This is an optimization exercise on Yosys and OpenROAD, whose aim is small area, a short achievable clock period and few clock cycles, not a production implementation.
No run shown here included a check of the RTL's function; only the layout flow was run.
Power figures rest on the tool's default switching activity, not on a simulated workload.

==> flow/design.v <==
`timescale 1ns / 1ps
module ALU(
    input [31:0] A,
    input [31:0] B,
    input [31:0] ALT,
    input sub,           
    input [1:0] lop,     
    input sltu,          
    input sl,            
    input sra,           
    input [5:0] rsel,
    input [31:0] D,
    input dsel,
    output [31:0] res,
    output [31:0] sum
    );
    wire [31:0] bx = sub ? ~B : B;
    assign sum = A + bx + {31'h0, sub};
    wire lt = (A[31] ^ B[31]) ? (sltu ? B[31] : A[31]) : sum[31];
    reg [31:0] lres;
    always @(*)
        case (lop)
            2'b00: lres = A & B;
            2'b01: lres = A | B;
            2'b10: lres = A ^ B;
            default: lres = ~(A | B);
        endcase
    function [31:0] rev(input [31:0] x);
        integer k;
        for (k = 0; k < 32; k = k + 1) rev[k] = x[31 - k];
    endfunction
    wire fill = sra & A[31];
    wire big = |B[31:5];
    wire [31:0] s0 = sl ? rev(A) : A;
    wire [31:0] s1 = B[0] ? {fill, s0[31:1]} : s0;
    wire [31:0] s2 = B[1] ? {{2{fill}}, s1[31:2]} : s1;
    wire [31:0] s3 = B[2] ? {{4{fill}}, s2[31:4]} : s2;
    wire [31:0] s4 = B[3] ? {{8{fill}}, s3[31:8]} : s3;
    wire [31:0] s5 = B[4] ? {{16{fill}}, s4[31:16]} : s4;
    wire [31:0] s6 = big ? {32{fill}} : s5;
    wire [31:0] shres = sl ? rev(s6) : s6;
    assign res = ({32{rsel[0]}} & sum)
               | ({32{rsel[1]}} & lres)
               | ({32{rsel[2]}} & {31'h0, lt})
               | ({32{rsel[3]}} & shres)
               | ({32{rsel[4]}} & B)
               | ({32{rsel[5]}} & ALT)
               | ({32{dsel}} & D);
endmodule
`timescale 1ns / 1ps
module Regs(
    input clk,
    input rst,
    input we,
    input [4:0] wa,
    input [31:0] wd,
    input [4:0] ra,
    input [4:0] rb,
    output [31:0] qa,
    output [31:0] qb
    );
    reg [31:1] v;
    wire [31:0] sela, selb;
    wire [1023:0] all;
    wire fwa = we & (wa == ra);
    wire fwb = we & (wa == rb);
    assign all[31:0] = wd;
    assign sela[0] = fwa;
    assign selb[0] = fwb;
    genvar i, b;
    generate
        for (i = 1; i < 32; i = i + 1) begin : r
            reg [31:0] d;
            always @(posedge clk)
                if (we && wa == i) d <= wd;
            assign all[32*i +: 32] = d;
            wire keep = v[i] & ~(we && wa == i);
            assign sela[i] = keep & (ra == i);
            assign selb[i] = keep & (rb == i);
        end
        for (b = 0; b < 32; b = b + 1) begin : bt
            wire [31:0] col;
            for (i = 0; i < 32; i = i + 1) begin : c
                assign col[i] = all[32*i + b];
            end
            RDSEL32 pa(.s(sela), .d(col), .q(qa[b]));
            RDSEL32 pb(.s(selb), .d(col), .q(qb[b]));
        end
    endgenerate
    always @(posedge clk or posedge rst)
        if (rst) v <= 31'h0;
        else if (we && wa != 5'd0) v[wa] <= 1'b1;
endmodule
module RDSEL32(input [31:0] s, input [31:0] d, output q);
    wire [10:0] n;
    genvar g;
    generate
        for (g = 0; g < 10; g = g + 1) begin : a
            AOI222 u(.a1(s[3*g+1]), .a2(d[3*g+1]), .b1(s[3*g+2]), .b2(d[3*g+2]),
                     .c1(s[3*g+3]), .c2(d[3*g+3]), .y(n[g]));
        end
    endgenerate
    AOI22 u10(.a1(s[31]), .a2(d[31]), .b1(s[0]), .b2(d[0]), .y(n[10]));
    NAND11OR m(.n(n), .q(q));
endmodule
module AOI222(input a1, a2, b1, b2, c1, c2, output y);
    assign y = ~((a1 & a2) | (b1 & b2) | (c1 & c2));
endmodule
module AOI22(input a1, a2, b1, b2, output y);
    assign y = ~((a1 & a2) | (b1 & b2));
endmodule
module NAND11OR(input [10:0] n, output q);
    assign q = ~(&n);
endmodule
`timescale 1ns / 1ps
module MultiCPU(
    input clk,
    input reset,
    input [31:0] Data_in,
    output mem_w,
    output [2:0] RAMCtrl,
    output [31:0] Data_out,
    output [31:0] Addr_out
    );
    reg [31:0] AR;       
    reg [31:0] FA;       
    reg        isdata;   
    reg        mw_r;
    reg [2:0]  rc_r;
    reg [31:0] IR, SK;
    reg [31:0] NPCD;     
    reg        IRV, SKV;
    reg [6:0]  IRD;      
    reg        EV;
    reg [31:0] A, B, ALT;
    reg [31:0] DO;       
    reg        bypA, bypB, bypT;
    reg [4:0]  rdE;
    reg        weE, memE, stE, phE;
    reg [2:0]  modeE;
    reg        subE, sltuE, slE, sraE;
    reg [1:0]  lopE;
    reg [5:0]  rselE;
    reg        brE, predE, jrE, off1E;
    reg [1:0]  brkE;     
    reg [31:0] R;
    reg [4:0]  rdW;
    reg        weW;
    assign Addr_out = AR;
    assign mem_w    = mw_r;
    assign RAMCtrl  = rc_r;
    assign Data_out = DO;
    wire [31:0] ea = bypA ? R : A;
    wire [31:0] eb = bypB ? R : B;
    wire [31:0] res, sum;
    ALU alu(.A(ea), .B(eb), .ALT(ALT), .sub(subE), .lop(lopE), .sltu(sltuE), .sl(slE),
            .sra(sraE), .rsel(rselE), .D(Data_in), .dsel(memE), .res(res), .sum(sum));
    wire eqAB = (A == B);
    wire eqRB = (R == B);
    wire eqAR = (A == R);
    wire eq = bypA ? (bypB | eqRB) : (bypB ? eqAR : eqAB);
    wire e_stall = EV & memE & ~phE;                  
    wire cond = brkE[1] ? ~ea[31] : (brkE[0] ? ~eq : eq);
    wire e_skip = EV & brE & ~predE & cond & off1E & IRV & ~d_pt;
    wire e_redirect = EV & (jrE | (brE & (cond ^ predE) & ~e_skip));
    wire [31:0] e_target = jrE ? sum : ALT;
    wire e_wr = EV & weE & ~e_stall;                  
    wire [5:0] op = IR[31:26];
    wire [5:0] fn = IR[5:0];
    wire [4:0] rs = IR[25:21];
    wire [4:0] rt = IR[20:16];
    wire [4:0] rd = IR[15:11];
    wire [4:0] sa = IR[10:6];
    wire [15:0] imm = IR[15:0];
    wire [31:0] simm = {{16{imm[15]}}, imm};
    wire isR    = (op == 6'b000000);
    wire r_jr   = isR & (fn == 6'b001000);
    wire r_jalr = isR & (fn == 6'b001001);
    wire r_shi  = isR & (fn[5:2] == 4'b0000);         
    wire r_sh   = isR & (fn[5:3] == 3'b000);          
    wire r_log  = isR & (fn[5:2] == 4'b1001);
    wire r_slt  = isR & (fn[5:1] == 5'b10101);
    wire isImm  = (op[5:3] == 3'b001) & (op != 6'b001111);
    wire i_log  = isImm & op[2];
    wire i_slt  = isImm & (op[2:1] == 2'b01);
    wire isLui  = (op == 6'b001111);
    wire isLd   = (op[5:3] == 3'b100);
    wire isSt   = (op[5:3] == 3'b101);
    wire isMem  = op[5];
    wire isBeq  = (op == 6'b000100);
    wire isBne  = (op == 6'b000101);
    wire isBgez = (op == 6'b000001);
    wire isJ    = (op == 6'b000010);
    wire isJal  = (op == 6'b000011);
    wire isBr   = isBeq | isBne | isBgez;
    wire [4:0]  wa_d = r_jalr | isJal | isBgez ? 5'd31 : isR ? rd : rt;
    wire        we_d = (isR & ~r_jr) | isImm | isLui | isLd | isJal | isBgez;
    wire [31:0] qa, qb;
    Regs regs(.clk(clk), .rst(reset), .we(weW), .wa(rdW), .wd(R),
              .ra(rs), .rb(rt), .qa(qa), .qb(qb));
    wire [31:0] rsv = qa;
    wire [31:0] rtv = qb;
    wire [31:0] btarget = NPCD + {simm[30:0], 1'b0};
    wire br_pt = isBr & (imm[15:7] == 9'h1ff);       
    function [6:0] pdec(input [31:0] w);
        reg [5:0] o, f;
        reg r, shi, br;
        begin
            o = w[31:26];
            f = w[5:0];
            r = (o == 6'b000000);
            shi = r & (f[5:2] == 4'b0000);
            br = (o == 6'b000100) | (o == 6'b000101) | (o == 6'b000001);
            pdec = {pt(w),
                    (r & ~shi) | (o == 6'b000100) | (o == 6'b000101),
                    (o == 6'b000011) | (o == 6'b000001),
                    (o == 6'b001111),
                    shi,
                    (o[5:3] == 3'b101),
                    br & (w[15:7] != 9'h1ff)};
        end
    endfunction
    wire [6:0] sk_d = pdec(SK);
    wire [6:0] in_d = pdec(Data_in);
    wire d_pt = IRD[6];
    wire b_rt = IRD[5];
    wire d_adv = IRV & ~e_stall;
    wire d_jr  = (r_jr | r_jalr) & (rt == 5'd0) & ~(e_wr & (rdE == rs));
    wire d_jrr = d_adv & d_jr & ~e_redirect;
    wire [31:0] b_other = IRD[4] ? NPCD :
                          IRD[3] ? {imm, 16'h0} :
                          IRD[2] ? {27'h0, sa} : simm;
    wire [31:0] b_d = b_rt ? rtv : b_other;
    wire [31:0] alt_d = IRD[1] ? rtv : IRD[0] ? btarget : NPCD;
    wire [5:0] rsel_d;
    assign rsel_d[1] = r_log | i_log;
    assign rsel_d[2] = r_slt | i_slt;
    assign rsel_d[3] = r_sh;
    assign rsel_d[4] = isLui | isJal | isBgez;
    assign rsel_d[5] = r_jalr;
    assign rsel_d[0] = ~(rsel_d[1] | rsel_d[2] | rsel_d[3] | rsel_d[4] | rsel_d[5] | isMem);
    wire sub_d  = isR ? (fn[5] & fn[1]) : (op[5:1] == 5'b00101);
    wire [1:0] lop_d = isR ? fn[1:0] : op[1:0];
    wire sltu_d = isR ? fn[0] : op[0];
    wire [2:0] mode_d = op[2] ? {2'b10, op[0]} : op[1] ? {2'b00, ~op[0]} : {2'b11, op[0]};
    function pt(input [31:0] w);
        pt = ((w[31:26] == 6'b000100 || w[31:26] == 6'b000101 || w[31:26] == 6'b000001) &&
              w[15:7] == 9'h1ff)
           || w[31:27] == 5'b00001;
    endfunction
    wire [31:0] FA2 = FA + 32'd2;
    wire        fpt = pt(Data_in);
    wire [9:0]  flo;
    ADD8C1 flo_add(.a(FA[8:1]), .b(Data_in[7:0]), .s(flo[8:1]), .co(flo[9]));
    assign flo[0] = 1'b0;
    wire [22:0] fhi_m, fhi;
    DEC23 fdec(.a(FA[31:9]), .y(fhi_m));
    MUX2X23 fhi_mux(.s(flo[9]), .a(FA[31:9]), .b(fhi_m), .y(fhi));
    wire [31:0] ftarget;
    MUX2X32 ft_mux(.s(Data_in[31:27] == 5'b00001), .a({FA2[31:27], Data_in[25:0], 1'b0}),
                   .b({fhi, flo[8:1], 1'b0}), .y(ftarget));
    wire full     = ~d_adv & IRV & SKV;
    wire room     = ~full & ~(d_adv & SKV & sk_d[6]) & ~(~d_adv & IRV & ~SKV & d_pt);
    wire fetch_ok = ~isdata & ~e_redirect & ~d_jrr & room;
    wire [31:0] NPCD2 = NPCD + 32'd2;
    wire d_jra = d_adv & d_jr;
    wire fetch_ok0 = ~isdata & ~d_jra & room;
    wire sel_ft = fpt & fetch_ok0 & ~e_redirect;
    wire [31:0] f_other = d_jra ? rsv : fetch_ok0 ? FA2 : FA;
    wire [31:0] fa_other = e_redirect ? e_target : f_other;
    wire [31:0] ar_other = e_redirect ? e_target : e_stall ? sum : f_other;
    wire [31:0] FA_next, AR_next;
    MUX2X32 fa_mux(.s(sel_ft), .a(ftarget), .b(fa_other), .y(FA_next));
    MUX2X32 ar_mux(.s(sel_ft & ~e_stall), .a(ftarget), .b(ar_other), .y(AR_next));
    always @(posedge clk or posedge reset) begin
        if (reset) begin
            AR <= 32'h0;
            FA <= 32'h0;
            isdata <= 1'b0;
            mw_r <= 1'b0;
            rc_r <= 3'b000;
            IRV <= 1'b0;
            SKV <= 1'b0;
            EV <= 1'b0;
            phE <= 1'b0;
            weW <= 1'b0;
        end else begin
            AR <= AR_next;
            FA <= FA_next;
            isdata <= e_stall;
            mw_r <= e_stall & stE;
            rc_r <= e_stall ? modeE : 3'b000;
            if (e_redirect | d_jrr) begin
                IRV <= 1'b0;
                SKV <= 1'b0;
            end else if (d_adv) begin
                if (SKV) begin
                    IRV <= 1'b1;
                    SKV <= fetch_ok;
                end else begin
                    IRV <= fetch_ok;
                end
            end else if (!IRV) begin
                IRV <= fetch_ok;
            end else if (!SKV) begin
                SKV <= fetch_ok;
            end
            EV <= e_stall | (d_adv & ~e_redirect & ~e_skip);
            phE <= e_stall;
            weW <= e_wr;
        end
    end
    always @(posedge clk) begin
        if (d_adv) begin
            if (SKV) begin
                IR <= SK;
                IRD <= sk_d;
                NPCD <= NPCD2;
                SK <= Data_in;
            end else begin
                IR <= Data_in;
                IRD <= in_d;
                NPCD <= FA2;
            end
        end else if (!IRV) begin
            IR <= Data_in;
            IRD <= in_d;
            NPCD <= FA2;
        end else if (!SKV) begin
            SK <= Data_in;
        end
    end
    always @(posedge clk) begin
        A <= rsv;
        B <= b_d;
        bypA <= e_wr & (rdE == rs);
        bypB <= e_wr & (rdE == rt) & b_rt;
        R <= res;            
        DO <= bypT ? R : ALT;
        rdW <= rdE;
        if (!e_stall) begin
            ALT <= alt_d;
            bypT <= e_wr & (rdE == rt);
            rdE <= wa_d;
            weE <= we_d & (wa_d != 5'd0);
            memE <= isMem;
            stE <= isSt;
            modeE <= mode_d;
            subE <= sub_d;
            sltuE <= sltu_d;
            slE <= ~fn[1];
            sraE <= fn[0];
            lopE <= lop_d;
            rselE <= rsel_d;
            brE <= isBr;
            brkE <= {isBgez, isBne};
            predE <= br_pt;
            jrE <= (r_jr | r_jalr) & ~d_jr;
            off1E <= (imm == 16'h0001);
        end
    end
endmodule
module MUX2X32(input s, input [31:0] a, input [31:0] b, output [31:0] y);
    assign y = s ? a : b;
endmodule
module MUX2X23(input s, input [22:0] a, input [22:0] b, output [22:0] y);
    assign y = s ? a : b;
endmodule
module DEC23(input [22:0] a, output [22:0] y);
    assign y = a - 23'd1;
endmodule
module ADD8C1(input [7:0] a, input [7:0] b, output [7:0] s, output co);
    wire [7:0] g = a & b;
    wire [7:0] p = a ^ b;
    wire [7:0] g0 = {g[7:1], g[0] | p[0]};
    wire [7:0] p0 = p;
    wire [7:0] g1, p1, g2, p2, g3;
    genvar i;
    generate
        for (i = 0; i < 8; i = i + 1) begin : l1
            if (i >= 1) begin : x
                assign g1[i] = g0[i] | (p0[i] & g0[i-1]);
                assign p1[i] = p0[i] & p0[i-1];
            end else begin : y
                assign g1[i] = g0[i];
                assign p1[i] = p0[i];
            end
        end
        for (i = 0; i < 8; i = i + 1) begin : l2
            if (i >= 2) begin : x
                assign g2[i] = g1[i] | (p1[i] & g1[i-2]);
                assign p2[i] = p1[i] & p1[i-2];
            end else begin : y
                assign g2[i] = g1[i];
                assign p2[i] = p1[i];
            end
        end
        for (i = 0; i < 8; i = i + 1) begin : l3
            if (i >= 4) begin : x
                assign g3[i] = g2[i] | (p2[i] & g2[i-4]);
            end else begin : y
                assign g3[i] = g2[i];
            end
        end
    endgenerate
    assign s = p ^ {g3[6:0], 1'b1};
    assign co = g3[7];
endmodule
==> flow/flow/run.sh <==
#!/bin/bash
# Layout flow: the standard flow (standard.sh) with three changes to how the layout
# is made: timing repair aims at a larger setup slack than 0 (so it keeps shortening the
# critical paths), the port buffers are plain buffers instead of delay buffers, and clock
# tree synthesis adds no dummy loads. The clock, its period and the I/O constraints are
# the design's, unchanged.
set -euo pipefail
bash standard.sh synth > synth.log 2>&1
bash standard.sh SETUP_SLACK_MARGIN=8.8 "BUFFER_PORTS_ARGS=-buffer_cell sky130_fd_sc_hd__buf_4" \
  "CTS_ARGS=-sink_clustering_enable -repair_clock_nets -dont_use_dummy_load" finish > layout.log 2>&1
==> flow/standard.sh <==
#!/bin/bash
# synth_recipe.tcl (not shown) runs the flow's synth.tcl, then flattens the netlist and writes it again
# the make line also repeats each setting of config.mk as NAME=value (left out here)
make -C /OpenROAD-flow-scripts/flow DESIGN_CONFIG=/design/flow/config.mk WORK_HOME=/design/flow/orfs CLKGATE_MAP_FILE= SYNTH_SCRIPT=/design/flow/synth_recipe.tcl "${@:-finish}"
==> flow/config.mk <==
export PLATFORM = sky130hd
export DESIGN_NAME = MultiCPU
export DESIGN_NICKNAME = MultiCPU
export VERILOG_FILES = /design/flow/design.v
export SDC_FILE = /design/flow/constraint.sdc
export NUM_CORES = 8
export LEC_CHECK = 0
export CAP_MARGIN = 10
export CORE_MARGIN = 2
export CORE_UTILIZATION = 40
export SLEW_MARGIN = 10
export SYNTH_HIERARCHICAL = 1
export SYNTH_MINIMUM_KEEP_SIZE = 0
==> flow/constraint.sdc <==
create_clock -name core_clock -period 13.0 [get_ports {clk}]
set_input_delay 2.6000 -clock core_clock [delete_from_list [all_inputs] [get_ports {clk}]]
set_output_delay 2.6000 -clock core_clock [all_outputs]
set_load 0.01 [all_outputs]
==> summary.txt, run 1 <==
* Run status: finished clean
* Worst slew slack as a fraction of its limit at 0.133
* Count of vias placed by the detailed router at 59,533
* Horiz. Die Dim at 427 µm
* Number of I/O port buffers at 101
* Post-placement cell count at 8,063
* Proportion of layout cells with a drive suffix above 1 at 0.203
* Final clock skew at 0.0903 ns
* Arrival time at the worst endpoint at 5.10 ns
* CTS Buffer Depth at 3
* Vertical die dimension at 427 µm
* Vias in the first global route at 55,028
* Pin slew with the least headroom to its limit at 1.29 ns
* Synthesized instance count at 5,654
* Overall global routing resource usage at 0.346
* Internal reg-to-reg setup slack at 8.55 ns
* Count of standard-cell rows at 155
* Proportion of power drawn by combinational gates at 0.489
* Summed instance area of the synthesized netlist at 0.0717 mm²
* Portion of total power attributed to the clock network at 0.172
* Period minus WS final at 4.45 ns
* Mean routed wirelength per cell at 39.5 µm
* GRT Residual Overflow at 0
* Largest register by flop count: regs.r.d
* Asr flop ratio synth at 0.0746
* Final weighted congestion in routability-driven placement at 1.00
* Synth top cells by count: edfxtp_1, a222oi_1, nand2_1
* Number of remaining DRC errors at 0
* Sw Ratio at 0.454
* # clock sinks at 1,395
* CTS tree: yes
* Largest net degree at the start of global routing at 91
* Most used standard cell by instance count after synthesis: edfxtp_1
* Sequential group share of total power at 0.339
* Synthesized area per cell at 12.7 µm²
* IO Count at 102
* Total Negative Setup Slacks at 0 ns
* Half-perimeter wire length after detailed placement at 203,000 µm
* Number of distinct standard cells referenced by the synthesized netlist at 113
* Total of endpoints with negative setup slack in the final report at 0
* Synthesis-to-finish area growth at 15.3%
* Kind of critical path: register to register
* Startpoint Class: register
* Share of the synthesized area in the top cell type at 0.484
* Antenna violation net count after detailed routing at 0
* Clock buffers created by TritonCTS at 153
* CP Data Required Time at 13.65 ns
* Placeable core region at 0.178 mm²
* Non-filler instance count after layout at 8,306
* Post-synth EDFFs at 1,156
* Clk slew on worst S/H paths at 0.06 ns
* Cell types occupying the most area after synthesis: edfxtp_1, a222oi_1, dfxtp_1, dfrtp_1, nand2_1
* Number of antenna violations at the first check in global routing at 15
* Detailed Route WL at 328,000 µm
* Maximum vdd drop at 0.187 mV
* Initial Util at 0.402
* #FFs+latches synth at 1,395
* Period utilisation layout at 0.343
* Primary FF master, synth: edfxtp_1
* Sequential share of the synthesized area at 0.558
* Int Power at 0.0119 W
* Max Slew Vio Count at 0
* Category of the worst setup path capture point: register
* Max_cap viols at 0
* Post-layout nets at 6,133
* Power Density at 263 mW/mm²
* Drt via density at 7.17
* Max FO, Critical Path at 33
* Deepest level of the CTS H-tree at 4
* Global-route wire length before repair at 441,000 µm
* Drt first-iter violations at 13,217
* Total net switching power at 0.00987 W
* Area of the die at 0.183 mm²
* Leading area contributor after synthesis: edfxtp_1
* Hold buffers post-CTS at 0
* Clock Latency Late Sink at 0.83 ns
* Router iterations before antenna repair at 12
* Static leakage power at 29.4 nW
* Count of synthesis-stage warnings from yosys at 9
* Flip-flop count of the largest register after layout at 992
* CTS root buf: clkbuf_16
* FMAX at 224 MHz
* Path category of the worst min-delay check: register to register
* Number of hold violations in the final report at 0
* Setup repair after global routing missed its margin: yes
[final timing paths]
| kind | from | endpoint | depth (start not counted) |
|---|---|---|---|
| min in group asynchronous | reset | IRV | 2 |
| min | modeE[0] | rc_r[0] | 1 |
| max | rdW[2] | AR[8] | 13 |
| max in group asynchronous | reset | AR[16] | 3 |
| min reg2reg | modeE[0] | rc_r[0] | 1 |
| max reg2reg | rdW[2] | AR[8] | 13 |
[cell families after synthesis]
group	synth area share
other	0.0000523
xor gates and xnor gates	0.0338
adders and majority gates	0.0270
AOI/OAI and AO/OA	0.176
DFF	0.558
and+or+nand+nor	0.107
buffers and inverters	0.0261
muxes	0.0721
[layout make-up]
class / count / area [µm²]
tap: 2355 / 2950
timing repair inverter: 1 / 7.51
fill: 15704 / 95500
inverter: 172 / 669
clock buffer: 153 / 3830
multi-input combinational: 3871 / 31600
timing repair buffer: 352 / 3580
antenna: 7 / 17.5
sequential: 1395 / 40000
[through the flow]
stage               setup slack, ns  hold WS (ns)  total power (W)  utilization  area (µm²)
global placement               7.17         0.432           0.0168        0.429       76400
floorplan                      8.06         0.407           0.0127            -       72100
finish                         8.55         0.445           0.0218        0.464       82700
global route                   8.50         0.467           0.0223        0.464       82700
CTS                            8.61         0.448           0.0210        0.460       82000
detailed placement             7.16         0.434           0.0169        0.429       76400
[repair_timing]
| action | in CTS | in global routing |
|---|---|---|
| resized for setup | 243 | 97 |
| endpoints found under the setup margin | 194 | 96 |
| pin swaps | 49 | 25 |
| gates cloned | 16 | 7 |
| setup buffers | 43 | 17 |
[critical path: stages (launching register included)]
cell and delay (ns):
dfxtp_4 0.41, nand2b_1 0.26, nor2_2 0.27, and2_2 0.22, buf_12 0.33, nand2b_1 0.28
nor3_4 0.05, buf_6 0.28, a222oi_1 0.40, nand4_1 0.48, or3_4 0.55, o21ai_2 0.29
o221ai_1 0.18, mux2_4 0.30
[Yosys stat by module, one instance, submodules excluded, a selection]
module,times used,flops+latches,cells inside
MultiCPU,1,372,1998
NAND11OR,64,0,4
ALU,1,0,1119
ADD8C1,1,0,43
Regs,1,1023,1340
DEC23,1,0,61
[power groups by stage]
stage | Combinational, W | Clock (W) | Sequential (W)
finish | 0.0106 | 0.00374 | 0.00737
CTS | 0.00996 | 0.00376 | 0.00730
floorplan | 0.00563 | 0 | 0.00706
global placement | 0.00942 | 0 | 0.00739
global route | 0.0110 | 0.00392 | 0.00738
detailed placement | 0.00951 | 0 | 0.00738
[routing by layer]
layer / track usage / up-vias / share of wire
li1: - / 23950 / -
met1: 0.429 / 29412 / 0.35
met2: 0.503 / 5096 / 0.42
met3: 0.109 / 1069 / 0.14
met4: 0.265 / 6 / 0.093
met5: 0 / - / 0.00031
[layout by cell type (no fill, tap or decap), drive strengths merged, types with 16 or more instances in the layout]
cell	instances
edfxtp	1156
o21a	22
o221ai	20
dfrtp	104
and2	57
buf	340
mux2i	68
and3	27
or2	18
a41o	32
nand3	168
nand2b	54
xnor2	121
o21ai	304
a21o	22
o211ai	22
xor2	154
a21oi	162
clkbuf	159
mux2	289
a211oi	18
a31oi	16
nor2b	23
a22oi	76
nor2	218
or3	87
nor3	104
nand4	163
dfxtp	135
inv	168
a222oi	672
ha	150
nor4	52
nand2	519
mux4	35
a221oi	31
==> run 2, diff against run 1 <==
--- a/flow/flow/run.sh
+++ b/flow/flow/run.sh
@@ -6,5 +6,5 @@
 # the design's, unchanged.
 set -euo pipefail
 bash standard.sh synth > synth.log 2>&1
-bash standard.sh SETUP_SLACK_MARGIN=8.8 "BUFFER_PORTS_ARGS=-buffer_cell sky130_fd_sc_hd__buf_4" \
+bash standard.sh SETUP_SLACK_MARGIN=8.5 "BUFFER_PORTS_ARGS=-buffer_cell sky130_fd_sc_hd__buf_4" \
   "CTS_ARGS=-sink_clustering_enable -repair_clock_nets -dont_use_dummy_load" finish > layout.log 2>&1
==> summary.txt, run 2 <==
* Total Negative Setup Slacks at 0 ns (unchanged)
* Clk slew on worst S/H paths at 0.06 ns (about the same)
* Overall global routing resource usage at 0.353 (+0.00672)
* Sw Ratio at 0.455 (+0.00149)
* Cell seen most often among critical-path stages: buf_4
* Number of distinct standard cells referenced by the synthesized netlist at 113 (unchanged)
* Startpoint Class: register
* Antenna violation net count after detailed routing at 0 (unchanged)
* Initial Util at 0.402 (unchanged)
* Max FO, Critical Path at 32 (-3.0%)
* Period utilisation layout at 0.351 (+0.00854)
* Pin slew with the least headroom to its limit at 1.34 ns (+0.0536 ns)
* Count of synthesis-stage warnings from yosys at 9 (unchanged)
* Drt via density at 7.32 (+2.1%)
* Post-synth EDFFs at 1,156 (unchanged)
* Count of standard-cell rows at 155 (unchanged)
* Number of hold violations in the final report at 0 (unchanged)
* Sequential standard cell area at 0.0400 mm² (about the same)
* Drt first-iter violations at 14,139 (+7.0%)
* Summed instance area of the synthesized netlist at 0.0717 mm² (unchanged)
* CTS Buffer Depth at 3 (unchanged)
* Largest net degree at the start of global routing at 84 (-7.7%)
* Cell types occupying the most area after synthesis: edfxtp_1, a222oi_1, dfxtp_1, dfrtp_1, nand2_1
* FMAX at 219 MHz (-2.4%)
* Period minus WS final at 4.57 ns (+0.111 ns)
* Int Power at 0.0117 W (-1.2%)
* Vias in the first global route at 54,902 (-0.23%)
* Core Util, Final at 0.460 (-0.00402)
* Global-route wire length before repair at 446,000 µm (+1.2%)
* Path category of the worst min-delay check: register to register
* Synthesis-to-finish area growth at 14.3%
* Number of fillers in the final layout at 15,877 (+1.1%)
* Maximum vdd drop at 0.135 mV (-28%)
* Proportion of power drawn by combinational gates at 0.488 (about the same)
* Clock buffers created by TritonCTS at 154 (+0.65%)
* Largest register by flop count: regs.r.d
* CTS root buf: clkbuf_16
* Share of the synthesized area in the top cell type at 0.484 (unchanged)
* Worst path cell trace: nand2_2 -> nor3_4 -> buf_4 -> buf_4 -> and2_2 -> nand2b_1 -> nor3_2 -> buf_4 -> a222oi_1 -> nand4_1 -> or3_4 -> nand2_1 -> o21ai_0
* CP Data Required Time at 13.40 ns (-0.25 ns)
* Number of remaining DRC errors at 0 (unchanged)
* Area of the multi-input gates at 0.0311 mm² (-1.4%)
* Asr flop ratio synth at 0.0746 (unchanged)
* Router iterations before antenna repair at 13 (+1)
* Sequential share of the synthesized area at 0.558 (unchanged)
* Category of the worst setup path capture point: register
* # clock sinks at 1,395 (unchanged)
* Synth top cells by count: edfxtp_1, a222oi_1, nand2_1
* Cell at the slowest stage of the critical path: nand4_1
* Horiz. Die Dim at 427 µm (unchanged)
* Worst slew slack as a fraction of its limit at 0.105 (-0.0278)
* Proportion of layout cells with a drive suffix above 1 at 0.195 (-0.00811)
* Final cell area excluding filler cells at 0.0820 mm² (-0.87%)
* Most common library cell in the layout ignoring fill and taps: edfxtp_1
* Sequential group share of total power at 0.338 (about the same)
* Kind of critical path: register to register
* Mean routed wirelength per cell at 40.6 µm (+2.7%)
* Cell area reported after detailed placement at 0.0762 mm² (-0.29%)
* Commonest cells after routing, fill and taps aside: edfxtp_1, a222oi_1, nand2_1
* Non-filler instance count after layout at 8,327 (+0.25%)
* CTS tree: yes
* Final clock skew at 0.0994 ns (+0.00915 ns)
* Synthesized area per cell at 12.7 µm² (unchanged)
* Total of endpoints with negative setup slack in the final report at 0 (unchanged)
* Most used standard cell by instance count after synthesis: edfxtp_1
* Run status: finished clean
* Synthesized instance count at 5,654 (unchanged)
* Power Density at 263 mW/mm² (about the same)
* Post-placement cell count at 8,063 (unchanged)
* Area of the die at 0.183 mm² (unchanged)
* Hold-critical path depth at 1 (unchanged)
* Portion of total power attributed to the clock network at 0.174 (+0.002)
* Arrival time at the worst endpoint at 4.97 ns (-0.13 ns)
* Total net switching power at 0.00981 W (-0.59%)
* #FFs+latches synth at 1,395 (unchanged)
* Max_cap viols at 0 (unchanged)
* Max stage delay on crit path at 0.83 ns (+0.28 ns)
* Post-layout nets at 6,129 (-0.065%)
* Count of vias placed by the detailed router at 60,935 (+2.4%)
* Setup repair after global routing missed its margin: yes
* Half-perimeter wire length after detailed placement at 204,000 µm (+0.52%)
* Number of I/O port buffers at 101 (unchanged)
* Worst hold-check slack at 0.416 ns (-0.0294 ns)
* Flip-flop count of the largest register after layout at 992 (unchanged)
* R2R cell count at 13 (unchanged)
* Number of antenna violations at the first check in global routing at 39 (+24)
* Primary FF master, synth: edfxtp_1
* Clock Latency Late Sink at 0.83 ns (about the same)
* IO Count at 102 (unchanged)
* Vertical die dimension at 427 µm (unchanged)
* Detailed Route WL at 338,000 µm (+3.0%)
* Final weighted congestion in routability-driven placement at 1.05 (+5.0%)
* Static leakage power at 29.0 nW (-1.4%)
* Max Slew Vio Count at 0 (unchanged)
* Placeable core region at 0.178 mm² (unchanged)
* GRT Residual Overflow at 0 (unchanged)
* Leading area contributor after synthesis: edfxtp_1
* Deepest level of the CTS H-tree at 4 (unchanged)
-- run 2: cell counts after synthesis --
Identical to the previous run, type by type.
-- run 2: path summary, 6_finish.rpt --
check                          from  endpoint  slack (ns)
max reg2reg                     weW   ALT[12]        8.43
min in group asynchronous     reset    AR[20]        1.71
max                             weW   ALT[12]        8.43
min                        modeE[1]   rc_r[1]        0.42
min reg2reg                modeE[1]   rc_r[1]        0.42
max in group asynchronous     reset    AR[13]        9.94
-- run 2: repair_timing --
item,CTS,global route
gates cloned,6,14
endpoints found under the hold margin,0,0
endpoints found under the setup margin,151,75
pin swaps,29,20
hold buffers,0,0
setup buffers,30,28
gates resized for setup,132,100
-- run 2: logic make-up after synthesis --
| kind of cell | count (synthesis) | share of synthesized area |
|---|---|---|
| compound gates | 1502 | 0.176 |
| xor+xnor | 275 | 0.0338 |
| fa+ha+maj | 153 | 0.0270 |
| buf+inv | 399 | 0.0261 |
| flops | 1395 | 0.558 |
| mux | 388 | 0.0721 |
| other cells | 1 | 0.0000523 |
| simple gates | 1541 | 0.107 |
-- run 2: layout make-up --
| type | count | share of cell area |
|---|---|---|
| sequential | 1395 | 0.489 |
| multi-input combinational | 3870 | 0.380 |
| clock buffer | 154 | 0.0470 |
| timing repair buffer | 349 | 0.0395 |
| tap | 2355 | 0.0359 |
| inverter | 172 | 0.00804 |
| antenna | 32 | 0.000977 |
-- run 2: layer usage --
layer / up-vias / track usage / share of wire
met5: - / 0.00370 / 0.00035
met4: 18 / 0.263 / 0.094
met3: 1352 / 0.138 / 0.16
met2: 5648 / 0.504 / 0.41
met1: 29957 / 0.430 / 0.34
li1: 23960 / - / -
-- run 2: critical path, delay by kind of cell (launching register included) --
| family | cells | cell delay, ns |
|---|---|---|
| buf+inv | 3 | 0.70 |
| flops | 1 | 0.45 |
| compound gates | 2 | 0.63 |
| simple gates | 8 | 2.38 |
-- run 2: power by group through the flow --
| stage | Combinational [W] | Clock, W | Sequential [W] |
|---|---|---|---|
| floorplan | 0.00560 | 0 | 0.00706 |
| global placement | 0.00942 | 0 | 0.00728 |
| detailed placement | 0.00951 | 0 | 0.00729 |
| CTS | 0.00978 | 0.00375 | 0.00720 |
| global route | 0.0108 | 0.00391 | 0.00729 |
| finish | 0.0105 | 0.00376 | 0.00728 |
-- run 2: stage by stage --
stage / power [W] / worst slack [ns]
floorplan: 0.0127 / 8.06
global placement: 0.0167 / 6.78
detailed placement: 0.0168 / 6.68
CTS: 0.0207 / 8.48
global route: 0.0220 / 8.41
finish: 0.0216 / 8.43
-- run 2: modules after synthesis (local to each module, per instance), excerpt --
module,cell area (µm²),times used,cells
Regs,32700,1,1340
MultiCPU,19700,1,1998
DEC23,437,1,61
ADD8C1,359,1,43
NAND11OR,23.8,64,4
AOI22,12.5,64,1
==> run 3, diff against run 2 <==
--- a/flow/design.v
+++ b/flow/design.v
@@ -15,7 +15,7 @@
     output [31:0] sum
     );
     wire [31:0] bx = sub ? ~B : B;
-    assign sum = A + bx + {31'h0, sub};
+    ADD32 add(.a(A), .b(bx), .ci(sub), .s(sum));
     wire lt = (A[31] ^ B[31]) ? (sltu ? B[31] : A[31]) : sum[31];
     reg [31:0] lres;
     always @(*)
@@ -47,6 +47,29 @@
                | ({32{rsel[5]}} & ALT)
                | ({32{dsel}} & D);
 endmodule
+module ADD32(input [31:0] a, input [31:0] b, input ci, output [31:0] s);
+    wire [31:0] g = a & b;
+    wire [31:0] p = a ^ b;
+    wire [31:0] gl [0:5];
+    wire [31:0] pl [0:5];
+    assign gl[0] = {g[31:1], g[0] | (p[0] & ci)};
+    assign pl[0] = p;
+    genvar k, i;
+    generate
+        for (k = 0; k < 5; k = k + 1) begin : lv
+            for (i = 0; i < 32; i = i + 1) begin : bt
+                if (i >= (1 << k)) begin : x
+                    assign gl[k+1][i] = gl[k][i] | (pl[k][i] & gl[k][i - (1 << k)]);
+                    assign pl[k+1][i] = pl[k][i] & pl[k][i - (1 << k)];
+                end else begin : y
+                    assign gl[k+1][i] = gl[k][i];
+                    assign pl[k+1][i] = pl[k][i];
+                end
+            end
+        end
+    endgenerate
+    assign s = p ^ {gl[5][30:0], ci};
+endmodule
 `timescale 1ns / 1ps
 module Regs(
     input clk,
@@ -162,8 +185,9 @@
     wire e_stall = EV & memE & ~phE;                  
     wire cond = brkE[1] ? ~ea[31] : (brkE[0] ? ~eq : eq);
     wire e_skip = EV & brE & ~predE & cond & off1E & IRV & ~d_pt;
-    wire e_redirect = EV & (jrE | (brE & (cond ^ predE) & ~e_skip));
-    wire [31:0] e_target = jrE ? sum : ALT;
+    wire e_jr = EV & jrE;                             
+    wire e_brr = EV & brE & (cond ^ predE) & ~e_skip;  
+    wire e_redirect = e_jr | e_brr;
     wire e_wr = EV & weE & ~e_stall;                  
     wire [5:0] op = IR[31:26];
     wire [5:0] fn = IR[5:0];
@@ -267,11 +291,12 @@
     wire fetch_ok0 = ~isdata & ~d_jra & room;
     wire sel_ft = fpt & fetch_ok0 & ~e_redirect;
     wire [31:0] f_other = d_jra ? rsv : fetch_ok0 ? FA2 : FA;
-    wire [31:0] fa_other = e_redirect ? e_target : f_other;
-    wire [31:0] ar_other = e_redirect ? e_target : e_stall ? sum : f_other;
+    wire [31:0] f_br = e_brr ? ALT : f_other;
+    wire [31:0] f_pred;
+    MUX2X32 fp_mux(.s(sel_ft), .a(ftarget), .b(f_br), .y(f_pred));
     wire [31:0] FA_next, AR_next;
-    MUX2X32 fa_mux(.s(sel_ft), .a(ftarget), .b(fa_other), .y(FA_next));
-    MUX2X32 ar_mux(.s(sel_ft & ~e_stall), .a(ftarget), .b(ar_other), .y(AR_next));
+    MUX2X32 fa_mux(.s(e_jr), .a(sum), .b(f_pred), .y(FA_next));
+    MUX2X32 ar_mux(.s(e_jr | e_stall), .a(sum), .b(f_pred), .y(AR_next));
     always @(posedge clk or posedge reset) begin
         if (reset) begin
             AR <= 32'h0;
@@ -361,10 +386,23 @@
     end
 endmodule
 module MUX2X32(input s, input [31:0] a, input [31:0] b, output [31:0] y);
+    genvar i;
+    generate
+        for (i = 0; i < 32; i = i + 1) begin : m
+            MUX2B u(.s(s), .a(a[i]), .b(b[i]), .y(y[i]));
+        end
+    endgenerate
+endmodule
+module MUX2B(input s, input a, input b, output y);
     assign y = s ? a : b;
 endmodule
 module MUX2X23(input s, input [22:0] a, input [22:0] b, output [22:0] y);
-    assign y = s ? a : b;
+    genvar i;
+    generate
+        for (i = 0; i < 23; i = i + 1) begin : m
+            MUX2B u(.s(s), .a(a[i]), .b(b[i]), .y(y[i]));
+        end
+    endgenerate
 endmodule
 module DEC23(input [22:0] a, output [22:0] y);
     assign y = a - 23'd1;
--- a/flow/flow/run.sh
+++ b/flow/flow/run.sh
@@ -6,5 +6,5 @@
 # the design's, unchanged.
 set -euo pipefail
 bash standard.sh synth > synth.log 2>&1
-bash standard.sh SETUP_SLACK_MARGIN=8.5 "BUFFER_PORTS_ARGS=-buffer_cell sky130_fd_sc_hd__buf_4" \
-  "CTS_ARGS=-sink_clustering_enable -repair_clock_nets -dont_use_dummy_load" finish > layout.log 2>&1
+bash standard.sh SETUP_SLACK_MARGIN=8.8 "BUFFER_PORTS_ARGS=-buffer_cell sky130_fd_sc_hd__buf_4" \
+  "CTS_ARGS=-sink_clustering_enable -repair_clock_nets -dont_use_dummy_load -buf_list sky130_fd_sc_hd__clkbuf_8 -root_buf sky130_fd_sc_hd__clkbuf_16" finish > layout.log 2>&1
==> summary.txt, run 3 <==
* Run status: finished clean
* Drt first-iter violations at 12,487 (-12%)
* Drt via density at 7.11 (-2.8%)
* Global-route wire length before repair at 426,000 µm (-4.6%)
* Count of synthesis-stage warnings from yosys at 10 (+1)
* Clk slew on worst S/H paths at 0.06 ns (about the same)
* Int Power at 0.0116 W (-0.96%)
* Total Negative Setup Slacks at 0 ns (unchanged)
* Leading area contributor after synthesis: edfxtp_1
* Routed met1 length at 112,000 µm (-1.1%)
* Primary FF master, synth: edfxtp_1
* Sw Ratio at 0.446 (-0.00930)
* Count of vias placed by the detailed router at 58,298 (-4.3%)
* Non-filler instance count after layout at 8,195 (-1.6%)
* Horiz. Die Dim at 426 µm (-0.37%)
* Static leakage power at 28.5 nW (-1.5%)
* Share of the synthesized area in the top cell type at 0.488 (+0.00365)
* Post-layout nets at 6,021 (-1.8%)
* Max_cap viols at 0 (unchanged)
* Kind of critical path: input pin to register
* CTS Buffer Depth at 3 (unchanged)
* Number of hold violations in the final report at 0 (unchanged)
* Vias in the first global route at 54,097 (-1.5%)
* # clock sinks at 1,395 (unchanged)
* Arrival time at the worst endpoint at 5.34 ns (+0.37 ns)
* Period minus WS final at 4.66 ns (+0.0992 ns)
* Synthesis-to-finish area growth at 15.4%
* Antenna violation net count after detailed routing at 0 (unchanged)
* Total of endpoints with negative setup slack in the final report at 0 (unchanged)
* Count of standard-cell rows at 154 (-0.65%)
* Maximum vdd drop at 0.192 mV (+42%)
* Synth top cells by count: edfxtp_1, a222oi_1, nand2_1
* Largest net degree at the start of global routing at 77 (-8.3%)
* Flip-flop count of the largest register after layout at 992 (unchanged)
* Asr flop ratio synth at 0.0746 (unchanged)
* Proportion of layout cells with a drive suffix above 1 at 0.241 (+0.0462)
* IO Count at 102 (unchanged)
* Initial Util at 0.403 (+0.000898)
* Area of the die at 0.181 mm² (-0.74%)
* GRT Residual Overflow at 0 (unchanged)
* Mean routed wirelength per cell at 38.3 µm (-5.6%)
* RR Startpoint: memE
* Most used standard cell by instance count after synthesis: edfxtp_1
* Internal reg-to-reg setup slack at 8.37 ns (-0.06 ns)
* R2R cell count at 12 (-1)
* CTS root buf: clkbuf_16
* Synthesized instance count at 5,375 (-4.9%)
* Number of antenna violations at the first check in global routing at 45 (+15%)
* Deepest level of the CTS H-tree at 4 (unchanged)
* Period utilisation layout at 0.359 (+0.00763)
* Hold-critical path depth at 1 (unchanged)
* Detailed Route WL at 314,000 µm (-7.1%)
* Power Density at 255 mW/mm² (-2.8%)
* Number of I/O port buffers at 101 (unchanged)
* Min-Delay Endpoint: mw_r
* Vertical die dimension at 426 µm (-0.37%)
* Summed instance area of the synthesized netlist at 0.0712 mm² (-0.75%)
* Number of distinct standard cells referenced by the synthesized netlist at 116 (+2.7%)
* Pin slew with the least headroom to its limit at 1.15 ns (-0.192 ns)
* Launching instance or port of the critical path: Data_in[0]
* #FFs+latches synth at 1,395 (unchanged)
* Max Slew Vio Count at 0 (unchanged)
* Detail Route met3 WL at 47,500 µm (-11%)
* Sequential group share of total power at 0.344 (+0.006)
* Proportion of power drawn by combinational gates at 0.507 (+0.019)
* Cell types occupying the most area after synthesis: edfxtp_1, a222oi_1, mux2_4, dfxtp_1, dfrtp_1
* Startpoint Class: input pin
* Most common library cell in the layout ignoring fill and taps: edfxtp_1
* CP Data Required Time at 13.67 ns (+0.27 ns)
* Top sig layer: met5
* Placeable core region at 0.176 mm² (-0.97%)
* Routed length on met2 at 132,000 µm (-4.8%)
* Sequential share of the synthesized area at 0.562 (+0.00421)
* FMAX at 214 MHz (-2.1%)
* Final clock skew at 0.151 ns (+0.0516 ns)
* Startpoint of the most critical hold path: stE
* Router iterations before antenna repair at 13 (unchanged)
* Category of the worst setup path capture point: register
* Largest register by flop count: regs.r.d
* Overall power after layout at 0.0210 W (-2.6%)
* Clock buffers created by TritonCTS at 223 (+45%)
* Portion of total power attributed to the clock network at 0.149 (-0.025)
* Commonest cells after routing, fill and taps aside: edfxtp_1, a222oi_1, nand2_1
* Worst slew slack as a fraction of its limit at 0.231 (+0.126)
* Post-placement cell count at 7,805 (-3.2%)
* Overall global routing resource usage at 0.333 (-0.0197)
* Clock Latency Late Sink at 0.87 ns (+0.04 ns)
* Hold buffers post-CTS at 0 (unchanged)
* Final weighted congestion in routability-driven placement at 0.982 (-6.6%)
* CTS tree: yes
* Total net switching power at 0.00935 W (-4.6%)
* Synthesized area per cell at 13.2 µm² (+4.4%)
* Post-synth EDFFs at 1,156 (unchanged)
* Reg-to-reg endpoint: AR[15]
* Max FO, Critical Path at 4 (-88%)
* Path category of the worst min-delay check: register to register
* Number of remaining DRC errors at 0 (unchanged)
* Half-perimeter wire length after detailed placement at 196,000 µm (-3.9%)
* Setup repair after global routing missed its margin: yes
run 3: changes by cell type in the layout (fill, tap and decap cells not counted), sizes merged, moves of 31 or more:
cell / previous run / this run
clkbuf: 167 / 227
mux2: 288 / 340
inv: 170 / 122
o21ai: 304 / 239
nand2: 519 / 424
a22oi: 76 / 140
nor2: 218 / 149
buf: 336 / 394
a41o: 32 / 0
a31o: 2 / 33
a222oi: 672 / 640
nand3: 168 / 118
xnor2: 121 / 173
run 3: layout make-up:
class                           count  area, µm²
Antenna cell                       24       60.1
Clock buffer                      223       3080
Fill cell                       15815      94300
Inverter                          127        492
Multi-Input combinational cell   3681      31500
Sequential cell                  1395      40000
Tap cell                         2340       2930
Timing Repair Buffer              405       4080
run 3: per-module statistics from Yosys, one instance, submodules excluded, excerpt:
module	area (µm²)	times used	flops+latches	cells
ADD32	1640	1	0	230
ADD8C1	343	1	0	43
ALU	6310	1	0	800
AOI22	12.5	64	0	1
AOI222	10.0	640	0	1
DEC23	437	1	0	61
MUX2B	15.0	151	0	1
MultiCPU	18800	1	372	1809
NAND11OR	23.8	64	0	4
Regs	32600	1	1023	1321
run 3: worst max-delay path by stage:
stage	endpoint	slack [ns]	cells after the start
after floorplan	AR[0]	7.02	6
final	AR[22]	8.34	15
after global routing	FA[14]	8.28	15
after detailed placement	AR[27]	6.90	13
after global placement	AR[23]	6.92	13
after CTS	AR[17]	8.42	15
run 3: worst max-delay path, cell delays in order:
cell	delay, ns
buf_8	0.08
inv_4	0.03
ha_4	0.15
fa_2	0.37
nor2b_4	0.13
o21ai_2	0.07
a21oi_2	0.24
a211oi_4	0.10
a21oi_4	0.22
buf_12	0.15
buf_16	0.12
mux2_4	0.30
mux2_4	0.26
mux2_4	0.26
mux2_4	0.27
run 3: layer usage:
layer  global-route usage  vias to the layer above
li1                     -                    23356
met1                0.427                    28893
met2                0.484                     5017
met3                0.124                     1004
met4                0.189                       28
met5                    0                        -
run 3: power groups by stage:
stage               clock network, W  registers [W]  logic [W]
CTS                          0.00314        0.00717    0.00992
global route                 0.00332        0.00724     0.0110
global placement                   0        0.00726    0.00923
finish                       0.00313        0.00722     0.0106
floorplan                          0        0.00707    0.00567
detailed placement                 0        0.00726    0.00930
run 3: repair_timing:
| item | 4_1_cts | 5_1_grt |
|---|---|---|
| pin swaps | 64 | 54 |
| setup endpoints to repair | 190 | 114 |
| buffers inserted | 61 | 60 |
| hold endpoints to repair | 0 | 0 |
| gates resized for setup | 293 | 105 |
| gates cloned | 17 | 5 |
run 3: cell families (layout without fill, tap and decap cells):
group / after synthesis / count (layout) / share of synthesized area
mux: 464 / 464 / 0.0901
xor+xnor: 316 / 316 / 0.0396
fa+ha+maj: 154 / 154 / 0.0275
flops: 1395 / 1395 / 0.562
simple gates: 1341 / 1346 / 0.0974
other cells: 1 / 26 / 0.0000527
compound gates: 1398 / 1399 / 0.164
buf+inv: 306 / 755 / 0.0192
run 3: stage by stage:
stage          utilization  hold slack (ns)  cell area (µm²)  worst slack, ns
6_report             0.465            0.448            82200             8.34
5_1_grt              0.465            0.456            82100             8.28
4_1_cts              0.459            0.444            81100             8.42
3_5_place_dp         0.430            0.438            75900             6.90
3_3_place_gp         0.430            0.430            75900             6.92
2_1_floorplan            -            0.409            71400             7.02

[what the ideal ports hide]
The results above use ideal ports. As a check the final layouts listed here were re-extracted and re-timed, cells and wires unchanged. Step 1: set_driving_cell puts a clkbuf_16 on clk and a buf_2 on each other input, an assumption about the parent block. Step 2 times the ports against the registers' clock, not the clock port: input delays grow and output delays shrink by t, the midpoint of the rising clock arrivals with the driver on. a / b / c = ideal ports / drivers / drivers and shift; a / b = the first two.
run	t, ns	slack for setup (ns)	worst setup path at the end	latest minus earliest clock arrival (ns)	worst register clock-pin slew, ns
run 1	0.860	8.545 / 8.545 / 7.715	input to register	0.094 / 0.094	0.07 / 0.07
run 2	0.854	8.434 / 8.434 / 7.656	input to register	0.102 / 0.102	0.06 / 0.06
run 3	0.887	8.335 / 8.366 / 7.480	input to register	0.151 / 0.152	0.07 / 0.07
After both steps every run listed still meets setup and hold. For run 3, which loses most, drivers alone change the setup slack by +0.031 ns; drivers and shift together by -0.855 ns.
